Context: an optimization exercise on an open-source flow, tuned for small area. The choices shown serve that exercise and are no tape-out recipe. In this exercise RTL edits were held to simulation tests only and were not proved equivalent to the original. No activity file was given, so power comes from the tool's default toggle rates.

==> inputs of trial 10 <==
## cic_decimator
module cic_decimator #(
    parameter integer WIDTH = 16
) (
    input  wire logic [WIDTH-1:0] i_inph,
    input  wire logic [WIDTH-1:0] i_quad,
    input  wire logic             i_valid,
    output      logic             o_ready,
    output      logic [WIDTH-1:0] o_inph,
    output      logic [WIDTH-1:0] o_quad,
    output      logic             o_valid,
    output      logic             o_inph_pos_oflow,
    output      logic             o_inph_neg_oflow,
    output      logic             o_quad_pos_oflow,
    output      logic             o_quad_neg_oflow,
    output      logic             o_cic_inph_pos_oflow,
    output      logic             o_cic_inph_neg_oflow,
    output      logic             o_cic_quad_pos_oflow,
    output      logic             o_cic_quad_neg_oflow,
    input  wire logic             i_clock,
    input  wire logic             i_reset
);
assign o_ready = 1'b1;
logic [WIDTH-1:0] comp_saturated_inph;
logic [WIDTH-1:0] comp_saturated_quad;
logic             comp_saturated_valid;
logic             comp_new;
logic             ring_clear;
cic_decim_stages #(
    .FACTOR(313))
cic_decim_stages_inst (
    .i_inph          (i_inph              ),
    .i_quad          (i_quad              ),
    .i_valid         (i_valid             ),
    .o_inph          (comp_saturated_inph ),
    .o_quad          (comp_saturated_quad ),
    .o_inph_pos_oflow(o_cic_inph_pos_oflow),
    .o_inph_neg_oflow(o_cic_inph_neg_oflow),
    .o_quad_pos_oflow(o_cic_quad_pos_oflow),
    .o_quad_neg_oflow(o_cic_quad_neg_oflow),
    .o_valid         (comp_saturated_valid),
  ...
==> flow/config.mk <==
export PLATFORM = sky130hd
export DESIGN_NAME = cic_decimator
export DESIGN_NICKNAME = cic_decimator
export VERILOG_FILES = /design/flow/design.v
export SDC_FILE = /design/flow/constraint.sdc
export NUM_CORES = 8
export LEC_CHECK = 0
export CAP_MARGIN = 20
export CORE_MARGIN = 2
export CORE_UTILIZATION = 65
export CTS_BUF_LIST = sky130_fd_sc_hd__clkbuf_8
export CTS_CLUSTER_DIAMETER = 50
export CTS_CLUSTER_SIZE = 20
export SLEW_MARGIN = 20
==> flow/constraint.sdc <==
create_clock -name core_clock -period 7.5 [get_ports {i_clock}]
set_input_delay 1.5000 -clock core_clock [delete_from_list [all_inputs] [get_ports {i_clock}]]
set_output_delay 1.5000 -clock core_clock [all_outputs]
set_load 0.01 [all_outputs]
standard.sh (not shown) runs the stock make flow with config.mk's settings and CLKGATE_MAP_FILE= SYNTH_SCRIPT=/design/flow/synth_recipe.tcl, a recipe that flattens the netlist after the stock synthesis.
==> flow/flow/run.sh <==
#!/bin/bash
# The standard layout (standard.sh: ORFS synthesis to final layout, the
# standard synthesis unchanged) with two differences:
#  - the port buffers are the smallest buffer cell (buf_1) instead of the
#    clkdlybuf4s50_1 that buffer_ports picks by default;
#  - clock tree synthesis inserts no dummy loads.
# The clock tree settings are otherwise those of config.mk.
set -euo pipefail
export BUFFER_PORTS_ARGS="-buffer_cell sky130_fd_sc_hd__buf_1"
export CTS_ARGS="-sink_clustering_enable -repair_clock_nets -sink_clustering_size 20 -sink_clustering_max_diameter 50 -buf_list sky130_fd_sc_hd__clkbuf_8 -dont_use_dummy_load"
bash standard.sh > standard.log 2>&1
==> build 74 (differences from trial 10) <==
--- a/flow/design.v
+++ b/flow/design.v
@@ -68,16 +68,13 @@
 logic [W-1:0]    xq;
 logic [NR*W-1:0] ring;
 logic [W-1:0] nq;
 logic [W:0]   yc;
 logic [2:0]   yc_reg;
+logic [16:0]  ysum;
+logic [16:0]  ysum_nxt;
 logic [2:0]   yc_nxt;
-logic [1:0]   ymid;
-logic [16:0]  rnd;
-logic         ovf;
-logic         pos_d;
-logic         neg_d;
 assign nq = ~xq;
 always_comb begin
     yc = '0;
     yc[0] = 1'b1;
     for (integer i = 0; i < 16; i++)
@@ -92,38 +89,36 @@
         yc[i+1] = (i_data[i] & nq[i]) | (yc[i] & (i_data[i] | nq[i]));
     yc_nxt[2] = yc[48];
     yc[48] = yc_reg[2];
     for (integer i = 48; i < 63; i++)
         yc[i+1] = (i_data[i] & nq[i]) | (yc[i] & (i_data[i] | nq[i]));
-    for (integer i = 48; i < 63; i++)
-        rnd[i-46] = i_data[i] ^ nq[i] ^ yc[i];
-    rnd[1:0] = ymid;
+    for (integer i = 46; i < 63; i++)
+        ysum_nxt[i-46] = i_data[i] ^ nq[i] ^ yc[i];
 end
-assign ovf = rnd[16] ^ rnd[15];
 always_ff @(posedge i_clock) begin
     if (i_load[0] == 1'b1)
         yc_reg[0] <= yc_nxt[0];
     if (i_load[1] == 1'b1)
         yc_reg[1] <= yc_nxt[1];
     if (i_load[2] == 1'b1) begin
         yc_reg[2] <= yc_nxt[2];
-        ymid <= { i_data[47] ^ nq[47] ^ yc[47], i_data[46] ^ nq[46] ^ yc[46] };
-    end
-    if (i_load[3] == 1'b1) begin
-        pos_d <= ovf & ~rnd[16];
-        neg_d <= ovf & rnd[16];
+        ysum[1:0] <= ysum_nxt[1:0];
     end
+    if (i_load[3] == 1'b1)
+        ysum[16:2] <= ysum_nxt[16:2];
 end
+logic        ovf;
+assign ovf = ysum[16] ^ ysum[15];
 always_ff @(posedge i_clock) begin
-    if (i_load[3] == 1'b1)
-        o_data <= ovf ? { rnd[16], { 15{ ~rnd[16] } } } : rnd[15:0];
     if (i_reset == 1'b1) begin
+        o_data      <= '0;
         o_pos_oflow <= 1'b0;
         o_neg_oflow <= 1'b0;
     end else if (i_sload == 1'b1) begin
-        o_pos_oflow <= pos_d;
-        o_neg_oflow <= neg_d;
+        o_data      <= ovf ? { ysum[16], { 15{ ~ysum[16] } } } : ysum[15:0];
+        o_pos_oflow <= ovf & ~ysum[16];
+        o_neg_oflow <= ovf & ysum[16];
     end
 end
 logic first;
 logic early;
 logic ba, bb, bc, bd, be;
@@ -165,11 +160,13 @@
     vd1_r <= v;
     vd2_r <= vd1_r;
 end
 always_ff @(posedge i_clock) begin
     for (integer i = 0; i < W; i++) begin
-        if (i_pass == 1'b1)
+        if (i_reset == 1'b1)
+            xq[i] <= (i >= 45);                      
+        else if (i_pass == 1'b1)
             xq[i] <= (i == W-1) ? q : xq[i+1];
         else if (i_load[(i / CW < NC) ? i / CW : NC - 1] == 1'b1)
             xq[i] <= i_data[i];
     end
 end
@@ -238,39 +235,40 @@
         end
         sample_valid <= trig;
         o_valid <= comb_valids[5];
     end
 end
+logic [7:1] trig_d;
+always_ff @(posedge i_clock) begin
+    if (i_reset == 1'b1)
+        trig_d <= '0;
+    else
+        trig_d <= { trig_d[6:1], trig };
+end
+assign o_new = trig_d[7];
 logic [5:0] phase;
-logic [1:0] init;
 logic       clear;
 logic       pend;
 logic       pass;
-logic       cpass;
-assign clear = (init != 2'd0);
-logic sample_new;
-assign sample_new = o_valid & ~clear;
-assign o_new = sample_new;
 always_ff @(posedge i_clock) begin
     if (i_reset == 1'b1) begin
         phase <= 6'd0;
-        init <= 2'd2;
+        clear <= 1'b1;
         pend <= 1'b0;
         pass <= 1'b0;
     end else begin
         phase <= (phase == 6'd62) ? 6'd0 : phase + 6'd1;
-        if ((phase == 6'd62) && clear)
-            init <= init - 2'd1;
-        if (sample_new == 1'b1)
+        if (phase == 6'd62)
+            clear <= 1'b0;
+        if (trig_d[7] == 1'b1)
             pend <= 1'b1;
         else if ((pend & ~clear) && (phase == 6'd62))
             pend <= 1'b0;
         if (phase == 6'd62)
             pass <= pend & ~clear;
     end
 end
-assign cpass = pass | (init == 2'd1);
 assign o_clear = clear;
 logic [NC-1:1] inph_sign_d;
 logic [NC-1:1] quad_sign_d;
 always_ff @(posedge i_clock) begin
     inph_sign_d <= { inph_sign_d[NC-2:1], i_inph[15] & i_valid & ~i_reset };
@@ -316,29 +314,29 @@
         .i_clock(i_clock       ),
         .i_reset(i_reset       ));
 end
 endgenerate
 logic [NC-1:0] load;
-assign load = { comb_valids[NC-2:1], sample_valid, trig };
+assign load = { trig_d[NC-1:1], trig };
 cic_decim_comb #(.W(W), .NC(NC), .CW(CW)) inph_comb (
     .i_data     (inph_int[5]     ),
     .i_load     (load            ),
-    .i_sload    (sample_new      ),
+    .i_sload    (trig_d[7]       ),
     .i_clear    (clear           ),
-    .i_pass     (cpass           ),
+    .i_pass     (pass            ),
     .i_phase    (phase           ),
     .o_data     (o_inph          ),
     .o_pos_oflow(o_inph_pos_oflow),
     .o_neg_oflow(o_inph_neg_oflow),
     .i_clock    (i_clock         ),
     .i_reset    (i_reset         ));
 cic_decim_comb #(.W(W), .NC(NC), .CW(CW)) quad_comb (
     .i_data     (quad_int[5]     ),
     .i_load     (load            ),
-    .i_sload    (sample_new      ),
+    .i_sload    (trig_d[7]       ),
     .i_clear    (clear           ),
-    .i_pass     (cpass           ),
+    .i_pass     (pass            ),
     .i_phase    (phase           ),
     .o_data     (o_quad          ),
     .o_pos_oflow(o_quad_pos_oflow),
     .o_neg_oflow(o_quad_neg_oflow),
     .i_clock    (i_clock         ),
@@ -372,10 +370,12 @@
 logic       accum_finish_reg1;
 logic       accum_finish_reg2;
 logic       accum_finish_reg3;
 logic       valid_reg4;
 logic       valid_reg5;
+logic       start;
+assign start = (i_valid & ready) & ~i_reset;
 always_ff @(posedge i_clock) begin
     if (i_reset == 1'b1) begin
         ready_count <= 4'd0;
         ready <= 1'b0;
         accum_finish <= 1'b0;
@@ -406,114 +406,120 @@
         valid_reg5 <= valid_reg4;
         o_valid <= valid_reg5;
     end
 end
 logic [3:0] phase;
-logic       ipend;
-logic       ins;
-logic       cpend;
+logic       pend;
 logic       busy;
+logic       ins;
+logic [3:0] icnt;
 logic [3:0] s;
 logic [4:0] k;
 logic       last_k;
+logic       vd;
+logic [4:0] kd;
 logic       firstd;
 logic       shiftd;
-logic       done;
 assign last_k = (s == 4'd15) ? (k == 5'd17) : (k == 5'd16);
-assign done = busy & last_k & (s == 4'd15);
 always_ff @(posedge i_clock) begin
     if (i_reset == 1'b1) begin
         phase <= 4'd0;
-        ipend <= 1'b0;
-        ins <= 1'b0;
-        cpend <= 1'b0;
+        pend <= 1'b0;
         busy <= 1'b0;
+        ins <= 1'b0;
+        icnt <= 4'd0;
         s <= 4'd0;
         k <= 5'd0;
+        vd <= 1'b0;
     end else begin
         phase <= phase + 4'd1;
         if (i_new == 1'b1)
-            ipend <= 1'b1;
-        else if (phase == 4'd15)
-            ipend <= 1'b0;
-        if (phase == 4'd15)
-            ins <= ipend;
-        if ((o_valid & ~i_clear) == 1'b1)
-            cpend <= 1'b1;
-        else if (phase == 4'd15)
-            cpend <= 1'b0;
-        if ((cpend == 1'b1) && (phase == 4'd15)) begin
+            pend <= 1'b1;
+        else if ((pend & ~busy & ~ins) && (phase == 4'd15))
+            pend <= 1'b0;
+        if ((pend & ~busy & ~ins) && (phase == 4'd15)) begin
             busy <= 1'b1;
             s <= 4'd0;
             k <= 5'd0;
         end else if (busy == 1'b1) begin
             if (last_k) begin
                 k <= 5'd0;
                 s <= s + 4'd1;
-                if (s == 4'd15)
+                if (s == 4'd15) begin
                     busy <= 1'b0;
+                    ins <= 1'b1;
+                    icnt <= 4'd0;
+                end
             end else begin
                 k <= k + 5'd1;
             end
+        end else if (ins == 1'b1) begin
+            icnt <= icnt + 4'd1;
+            if (icnt == 4'd15)
+                ins <= 1'b0;
         end
+        vd <= busy;
     end
-end
-assign firstd = (s == 4'd0) && (k == 5'd0);
-assign shiftd = (s != 4'd0) && (k == 5'd0);
-logic acc_valid;
-always_ff @(posedge i_clock) begin
-    if ((i_clear == 1'b1) && (phase == 4'd10))
-        acc_valid <= 1'b0;
-    else if (done == 1'b1)
-        acc_valid <= 1'b1;
+    kd <= k;
+    firstd <= (s == 4'd0) && (k == 5'd0);
+    shiftd <= (s != 4'd0) && (k == 5'd0);
 end
 cic_decim_fir_chan inph_fir (
     .i_data     (i_inph          ),
     .i_clear    (i_clear         ),
     .i_ins      (ins             ),
     .i_phase    (phase           ),
+    .i_s        (s               ),
     .i_k        (k               ),
-    .i_busy     (busy            ),
+    .i_vd       (vd              ),
+    .i_kd       (kd              ),
     .i_firstd   (firstd          ),
     .i_shiftd   (shiftd          ),
-    .i_valid    (acc_valid       ),
+    .i_load     (start           ),
     .o_data     (o_inph          ),
     .o_pos_oflow(o_inph_pos_oflow),
     .o_neg_oflow(o_inph_neg_oflow),
-    .i_clock    (i_clock         ));
+    .i_clock    (i_clock         ),
+    .i_reset    (i_reset         ));
 cic_decim_fir_chan quad_fir (
     .i_data     (i_quad          ),
     .i_clear    (i_clear         ),
     .i_ins      (ins             ),
     .i_phase    (phase           ),
+    .i_s        (s               ),
     .i_k        (k               ),
-    .i_busy     (busy            ),
+    .i_vd       (vd              ),
+    .i_kd       (kd              ),
     .i_firstd   (firstd          ),
     .i_shiftd   (shiftd          ),
-    .i_valid    (acc_valid       ),
+    .i_load     (start           ),
     .o_data     (o_quad          ),
     .o_pos_oflow(o_quad_pos_oflow),
     .o_neg_oflow(o_quad_neg_oflow),
-    .i_clock    (i_clock         ));
+    .i_clock    (i_clock         ),
+    .i_reset    (i_reset         ));
 endmodule
 module cic_decim_fir_chan (
     input  wire logic [15:0] i_data,
     input  wire logic        i_clear,
     input  wire logic        i_ins,
     input  wire logic [3:0]  i_phase,
+    input  wire logic [3:0]  i_s,
     input  wire logic [4:0]  i_k,
-    input  wire logic        i_busy,
+    input  wire logic        i_vd,
+    input  wire logic [4:0]  i_kd,
     input  wire logic        i_firstd,
     input  wire logic        i_shiftd,
-    input  wire logic        i_valid,
+    input  wire logic        i_load,
     output      logic [15:0] o_data,
     output      logic        o_pos_oflow,
     output      logic        o_neg_oflow,
-    input  wire logic        i_clock
+    input  wire logic        i_clock,
+    input  wire logic        i_reset
 );
-localparam integer NR = 33;
-localparam integer AW = 21;
+localparam integer NR = 32;
+localparam integer AW = 22;
 logic [NR*16-1:0] ring;
 logic [15:0]      din;
 logic [NR-1:0]    rin;
 assign din = { ~i_data[15], i_data[14:0] };
 always_comb begin
@@ -533,26 +539,31 @@
 logic ta, tb;
 always_comb begin
     ta = 1'b0;
     tb = 1'b0;
     if (i_k == 5'd0) begin
-        ta = ring[0];
-        tb = ring[32*16];
+        ta = din[i_s];
+        tb = ring[31*16];
     end else if (i_k == 5'd16) begin
-        ta = ring[16*16];
+        ta = ring[15*16];
     end else begin
         for (integer j = 1; j < 16; j++) begin
             if (i_k == j) begin
-                ta = ring[j*16 + 16 - j];
-                tb = ring[(32-j)*16 + 16 - j];
+                ta = ring[(j-1)*16 + 16 - j];
+                tb = ring[(31-j)*16 + 16 - j];
             end
         end
     end
 end
+logic a_r, b_r;
+always_ff @(posedge i_clock) begin
+    a_r <= ta;
+    b_r <= tb;
+end
 logic signed [AW-1:0] g;
 always_comb begin
-    case (i_k)
+    case (i_kd)
     5'd0:  g = 163;
     5'd1:  g = -629;
     5'd2:  g = -223;
     5'd3:  g = 2447;
     5'd4:  g = -2564;
@@ -571,50 +582,49 @@
     default: g = -32768;
     endcase
 end
 logic signed [AW-1:0] inc;
 always_comb begin
-    if (i_k == 5'd17)
+    if (i_kd == 5'd17)
         inc = g;
-    else if ((ta & tb) == 1'b1)
+    else if ((a_r & b_r) == 1'b1)
         inc = g <<< 1;
-    else if ((ta ^ tb) == 1'b1)
+    else if ((a_r ^ b_r) == 1'b1)
         inc = g;
     else
         inc = '0;
 end
 logic signed [AW-1:0] acc;
 logic signed [AW-1:0] base;
 logic                 tie;
 always_comb begin
     if (i_firstd == 1'b1)
-        base = 21'sd16383;
+        base = 22'sd16383;
     else if (i_shiftd == 1'b1)
         base = acc >>> 1;
     else
         base = acc;
 end
 always_ff @(posedge i_clock) begin
-    if (i_busy == 1'b1) begin
+    if (i_reset == 1'b1) begin
+        acc <= '0;
+        tie <= 1'b0;
+    end else if (i_vd == 1'b1) begin
         acc <= base + inc;
         if (i_firstd == 1'b1)
             tie <= 1'b1;
         else if (i_shiftd == 1'b1)
             tie <= tie & acc[0];
     end
 end
 logic ovf;
 assign ovf = ~((&acc[AW-1:15]) | ~(|acc[AW-1:15]));
-always_comb begin
-    if (i_valid == 1'b0) begin
-        o_data      = '0;
-        o_pos_oflow = 1'b0;
-        o_neg_oflow = 1'b0;
-    end else begin
-        o_data      = ovf ? { acc[AW-1], { 15{ ~acc[AW-1] } } } : { acc[15:1], acc[0] | tie };
-        o_pos_oflow = ovf & ~acc[AW-1];
-        o_neg_oflow = ovf & acc[AW-1];
+always_ff @(posedge i_clock) begin
+    if (i_load == 1'b1) begin
+        o_data      <= ovf ? { acc[AW-1], { 15{ ~acc[AW-1] } } } : { acc[15:1], acc[0] | tie };
+        o_pos_oflow <= ovf & ~acc[AW-1];
+        o_neg_oflow <= ovf & acc[AW-1];
     end
 end
 endmodule
 `default_nettype wire
 `timescale 10ps / 10ps
==> flow/run.sh (new file) <==
#!/bin/bash
# synth_recipe.tcl (not shown) runs the flow's synth.tcl, then flattens the netlist and writes it again
# the make line also repeats each setting of config.mk as NAME=value (left out here)
make -C /OpenROAD-flow-scripts/flow DESIGN_CONFIG=/design/flow/config.mk WORK_HOME=/design/flow/orfs CLKGATE_MAP_FILE= SYNTH_SCRIPT=/design/flow/synth_recipe.tcl finish
CORE_UTILIZATION = 40   (was 65)
CTS_BUF_LIST = not set   (was sky130_fd_sc_hd__clkbuf_8)
CTS_CLUSTER_DIAMETER = not set   (was 50)
CTS_CLUSTER_SIZE = not set   (was 20)
removed: flow/flow/run.sh
removed: flow/standard.sh
==> trial 37 (differences from trial 10) <==
--- a/flow/design.v
+++ b/flow/design.v
@@ -372,10 +372,12 @@
 logic       accum_finish_reg1;
 logic       accum_finish_reg2;
 logic       accum_finish_reg3;
 logic       valid_reg4;
 logic       valid_reg5;
+logic       start;
+assign start = (i_valid & ready) & ~i_reset;
 always_ff @(posedge i_clock) begin
     if (i_reset == 1'b1) begin
         ready_count <= 4'd0;
         ready <= 1'b0;
         accum_finish <= 1'b0;
@@ -406,113 +408,113 @@
         valid_reg5 <= valid_reg4;
         o_valid <= valid_reg5;
     end
 end
 logic [3:0] phase;
-logic       ipend;
-logic       ins;
-logic       cpend;
+logic       pend;
 logic       busy;
+logic       ins;
 logic [3:0] s;
 logic [4:0] k;
 logic       last_k;
+logic       vd;
+logic [4:0] kd;
 logic       firstd;
 logic       shiftd;
-logic       done;
 assign last_k = (s == 4'd15) ? (k == 5'd17) : (k == 5'd16);
-assign done = busy & last_k & (s == 4'd15);
 always_ff @(posedge i_clock) begin
     if (i_reset == 1'b1) begin
         phase <= 4'd0;
-        ipend <= 1'b0;
-        ins <= 1'b0;
-        cpend <= 1'b0;
+        pend <= 1'b0;
         busy <= 1'b0;
+        ins <= 1'b0;
         s <= 4'd0;
         k <= 5'd0;
     end else begin
         phase <= phase + 4'd1;
         if (i_new == 1'b1)
-            ipend <= 1'b1;
-        else if (phase == 4'd15)
-            ipend <= 1'b0;
-        if (phase == 4'd15)
-            ins <= ipend;
-        if ((o_valid & ~i_clear) == 1'b1)
-            cpend <= 1'b1;
-        else if (phase == 4'd15)
-            cpend <= 1'b0;
-        if ((cpend == 1'b1) && (phase == 4'd15)) begin
+            pend <= 1'b1;
+        else if ((pend & ~busy & ~ins) && (phase == 4'd15))
+            pend <= 1'b0;
+        if ((pend & ~busy & ~ins) && (phase == 4'd15)) begin
             busy <= 1'b1;
             s <= 4'd0;
             k <= 5'd0;
         end else if (busy == 1'b1) begin
             if (last_k) begin
                 k <= 5'd0;
                 s <= s + 4'd1;
-                if (s == 4'd15)
+                if (s == 4'd15) begin
                     busy <= 1'b0;
+                    ins <= 1'b1;
+                end
             end else begin
                 k <= k + 5'd1;
             end
+        end else if ((ins == 1'b1) && (phase == 4'd0)) begin
+            ins <= 1'b0;
         end
     end
 end
+assign vd = busy;
+assign kd = k;
 assign firstd = (s == 4'd0) && (k == 5'd0);
 assign shiftd = (s != 4'd0) && (k == 5'd0);
-logic acc_valid;
-always_ff @(posedge i_clock) begin
-    if ((i_clear == 1'b1) && (phase == 4'd10))
-        acc_valid <= 1'b0;
-    else if (done == 1'b1)
-        acc_valid <= 1'b1;
-end
 cic_decim_fir_chan inph_fir (
     .i_data     (i_inph          ),
     .i_clear    (i_clear         ),
     .i_ins      (ins             ),
     .i_phase    (phase           ),
+    .i_s        (s               ),
     .i_k        (k               ),
-    .i_busy     (busy            ),
+    .i_vd       (vd              ),
+    .i_kd       (kd              ),
     .i_firstd   (firstd          ),
     .i_shiftd   (shiftd          ),
-    .i_valid    (acc_valid       ),
+    .i_load     (start           ),
     .o_data     (o_inph          ),
     .o_pos_oflow(o_inph_pos_oflow),
     .o_neg_oflow(o_inph_neg_oflow),
-    .i_clock    (i_clock         ));
+    .i_clock    (i_clock         ),
+    .i_reset    (i_reset         ));
 cic_decim_fir_chan quad_fir (
     .i_data     (i_quad          ),
     .i_clear    (i_clear         ),
     .i_ins      (ins             ),
     .i_phase    (phase           ),
+    .i_s        (s               ),
     .i_k        (k               ),
-    .i_busy     (busy            ),
+    .i_vd       (vd              ),
+    .i_kd       (kd              ),
     .i_firstd   (firstd          ),
     .i_shiftd   (shiftd          ),
-    .i_valid    (acc_valid       ),
+    .i_load     (start           ),
     .o_data     (o_quad          ),
     .o_pos_oflow(o_quad_pos_oflow),
     .o_neg_oflow(o_quad_neg_oflow),
-    .i_clock    (i_clock         ));
+    .i_clock    (i_clock         ),
+    .i_reset    (i_reset         ));
 endmodule
 module cic_decim_fir_chan (
     input  wire logic [15:0] i_data,
     input  wire logic        i_clear,
     input  wire logic        i_ins,
     input  wire logic [3:0]  i_phase,
+    input  wire logic [3:0]  i_s,
     input  wire logic [4:0]  i_k,
-    input  wire logic        i_busy,
+    input  wire logic        i_vd,
+    input  wire logic [4:0]  i_kd,
     input  wire logic        i_firstd,
     input  wire logic        i_shiftd,
-    input  wire logic        i_valid,
+    input  wire logic        i_load,
     output      logic [15:0] o_data,
     output      logic        o_pos_oflow,
     output      logic        o_neg_oflow,
-    input  wire logic        i_clock
+    input  wire logic        i_clock,
+    input  wire logic        i_reset
 );
-localparam integer NR = 33;
+localparam integer NR = 32;
 localparam integer AW = 21;
 logic [NR*16-1:0] ring;
 logic [15:0]      din;
 logic [NR-1:0]    rin;
 assign din = { ~i_data[15], i_data[14:0] };
@@ -533,26 +535,29 @@
 logic ta, tb;
 always_comb begin
     ta = 1'b0;
     tb = 1'b0;
     if (i_k == 5'd0) begin
-        ta = ring[0];
-        tb = ring[32*16];
+        ta = din[i_phase];       
+        tb = ring[31*16];
     end else if (i_k == 5'd16) begin
-        ta = ring[16*16];
+        ta = ring[15*16];
     end else begin
         for (integer j = 1; j < 16; j++) begin
             if (i_k == j) begin
-                ta = ring[j*16 + 16 - j];
-                tb = ring[(32-j)*16 + 16 - j];
+                ta = ring[(j-1)*16 + 16 - j];
+                tb = ring[(31-j)*16 + 16 - j];
             end
         end
     end
 end
+logic a_r, b_r;
+assign a_r = ta;
+assign b_r = tb;
 logic signed [AW-1:0] g;
 always_comb begin
-    case (i_k)
+    case (i_kd)
     5'd0:  g = 163;
     5'd1:  g = -629;
     5'd2:  g = -223;
     5'd3:  g = 2447;
     5'd4:  g = -2564;
@@ -571,15 +576,15 @@
     default: g = -32768;
     endcase
 end
 logic signed [AW-1:0] inc;
 always_comb begin
-    if (i_k == 5'd17)
+    if (i_kd == 5'd17)
         inc = g;
-    else if ((ta & tb) == 1'b1)
+    else if ((a_r & b_r) == 1'b1)
         inc = g <<< 1;
-    else if ((ta ^ tb) == 1'b1)
+    else if ((a_r ^ b_r) == 1'b1)
         inc = g;
     else
         inc = '0;
 end
 logic signed [AW-1:0] acc;
@@ -592,29 +597,28 @@
         base = acc >>> 1;
     else
         base = acc;
 end
 always_ff @(posedge i_clock) begin
-    if (i_busy == 1'b1) begin
+    if (i_reset == 1'b1) begin
+        acc <= '0;
+        tie <= 1'b0;
+    end else if (i_vd == 1'b1) begin
         acc <= base + inc;
         if (i_firstd == 1'b1)
             tie <= 1'b1;
         else if (i_shiftd == 1'b1)
             tie <= tie & acc[0];
     end
 end
 logic ovf;
 assign ovf = ~((&acc[AW-1:15]) | ~(|acc[AW-1:15]));
-always_comb begin
-    if (i_valid == 1'b0) begin
-        o_data      = '0;
-        o_pos_oflow = 1'b0;
-        o_neg_oflow = 1'b0;
-    end else begin
-        o_data      = ovf ? { acc[AW-1], { 15{ ~acc[AW-1] } } } : { acc[15:1], acc[0] | tie };
-        o_pos_oflow = ovf & ~acc[AW-1];
-        o_neg_oflow = ovf & acc[AW-1];
+always_ff @(posedge i_clock) begin
+    if (i_load == 1'b1) begin
+        o_data      <= ovf ? { acc[AW-1], { 15{ ~acc[AW-1] } } } : { acc[15:1], acc[0] | tie };
+        o_pos_oflow <= ovf & ~acc[AW-1];
+        o_neg_oflow <= ovf & acc[AW-1];
     end
 end
 endmodule
 `default_nettype wire
 `timescale 10ps / 10ps
==> run summary <==
Global-route wire length before repair: trial 10 238 mm; trial 37 238 mm; build 74 263 mm
Static leakage power: trial 10 0.0418 µW; trial 37 0.0419 µW; build 74 0.0470 µW
Synth Instances: trial 10 7,298; trial 37 7,349; build 74 7,718
Synthesized area per cell: trial 10 13.4 µm²; trial 37 13.4 µm²; build 74 13.1 µm²
Net count, final: trial 10 8,197; trial 37 8,245; build 74 8,637
Fin Clk Skew: trial 10 0.132 ns; trial 37 0.0952 ns; build 74 0.0940 ns
Simple-gate portion of the synthesized area: trial 10 0.103; trial 37 0.104; build 74 0.105
Met1 usage in global routing: trial 10 0.272; trial 37 0.274; build 74 0.170
Final WL: trial 10 141 mm; trial 37 141 mm; build 74 155 mm
Diodes inserted: trial 10 4; trial 37 2; build 74 2
Outcome: trial 10 complete, no violations; trial 37 complete, no violations; build 74 complete, no violations
Synth Area in Compound Gates: trial 10 0.0371; trial 37 0.0406; build 74 0.0426
Number of antenna violations at the first check in global routing: trial 10 2; trial 37 2; build 74 1
Net Count, Synth: trial 10 8,072; trial 37 8,123; build 74 8,490
Switching Fraction: trial 10 0.206; trial 37 0.209; build 74 0.201
# resized after CTS: trial 10 14; trial 37 13; build 74 10
Number of synthesized register bits: trial 10 3,177; trial 37 3,179; build 74 3,228
Vias in the first global route: trial 10 47,000; trial 37 46,900; build 74 51,000
Clock power frac: trial 10 0.283; trial 37 0.283; build 74 0.469
Initial detailed-routing violation count: trial 10 1,978; trial 37 1,833; build 74 2,114
Cell internal pwr: trial 10 20,100 µW; trial 37 20,300 µW; build 74 27,700 µW
EDFF count, synth: trial 10 216; trial 37 208; build 74 76
Cell count of the worst reg-to-reg path: trial 10 19; trial 37 19; build 74 20
Required time reported for the critical path endpoint: trial 10 8.14 ns; trial 37 8.09 ns; build 74 8.35 ns

[re-timing with driven ports]
No port has a modelled driver above. Below, the same layouts with a new extraction and two added sets of constraints.
Step 1 sets driving cells, clkbuf_16 on the clock port and buf_2 on the other inputs (assumed; they add their load-dependent delay and slew).
Step 2, shift: input delay + t, output delay - t, t = (earliest + latest rising clock arrival at the registers) / 2. This alone moves slack from input paths to output paths.
Three values: ideal, step 1, step 2; two values: the first two.
run	shift t [ns]	slack for setup (ns)	worst setup path at the end	clock arrival spread, ns	pins driven straight from the clock port
trial 10	0.938	0.214 / 0.214 / -0.306	input to register	0.146 / 0.146	1
build 74	0.983	0.220 / 0.271 / -0.696	input to register	0.102 / 0.102	1
trial 37	0.948	0.230 / 0.230 / -0.254	input to register	0.119 / 0.119	1
With both steps, setup timing fails in every run listed, where it was met with ideal ports. For build 74, which loses most, drivers alone change the setup slack by +0.051 ns; drivers and shift together by -0.916 ns.
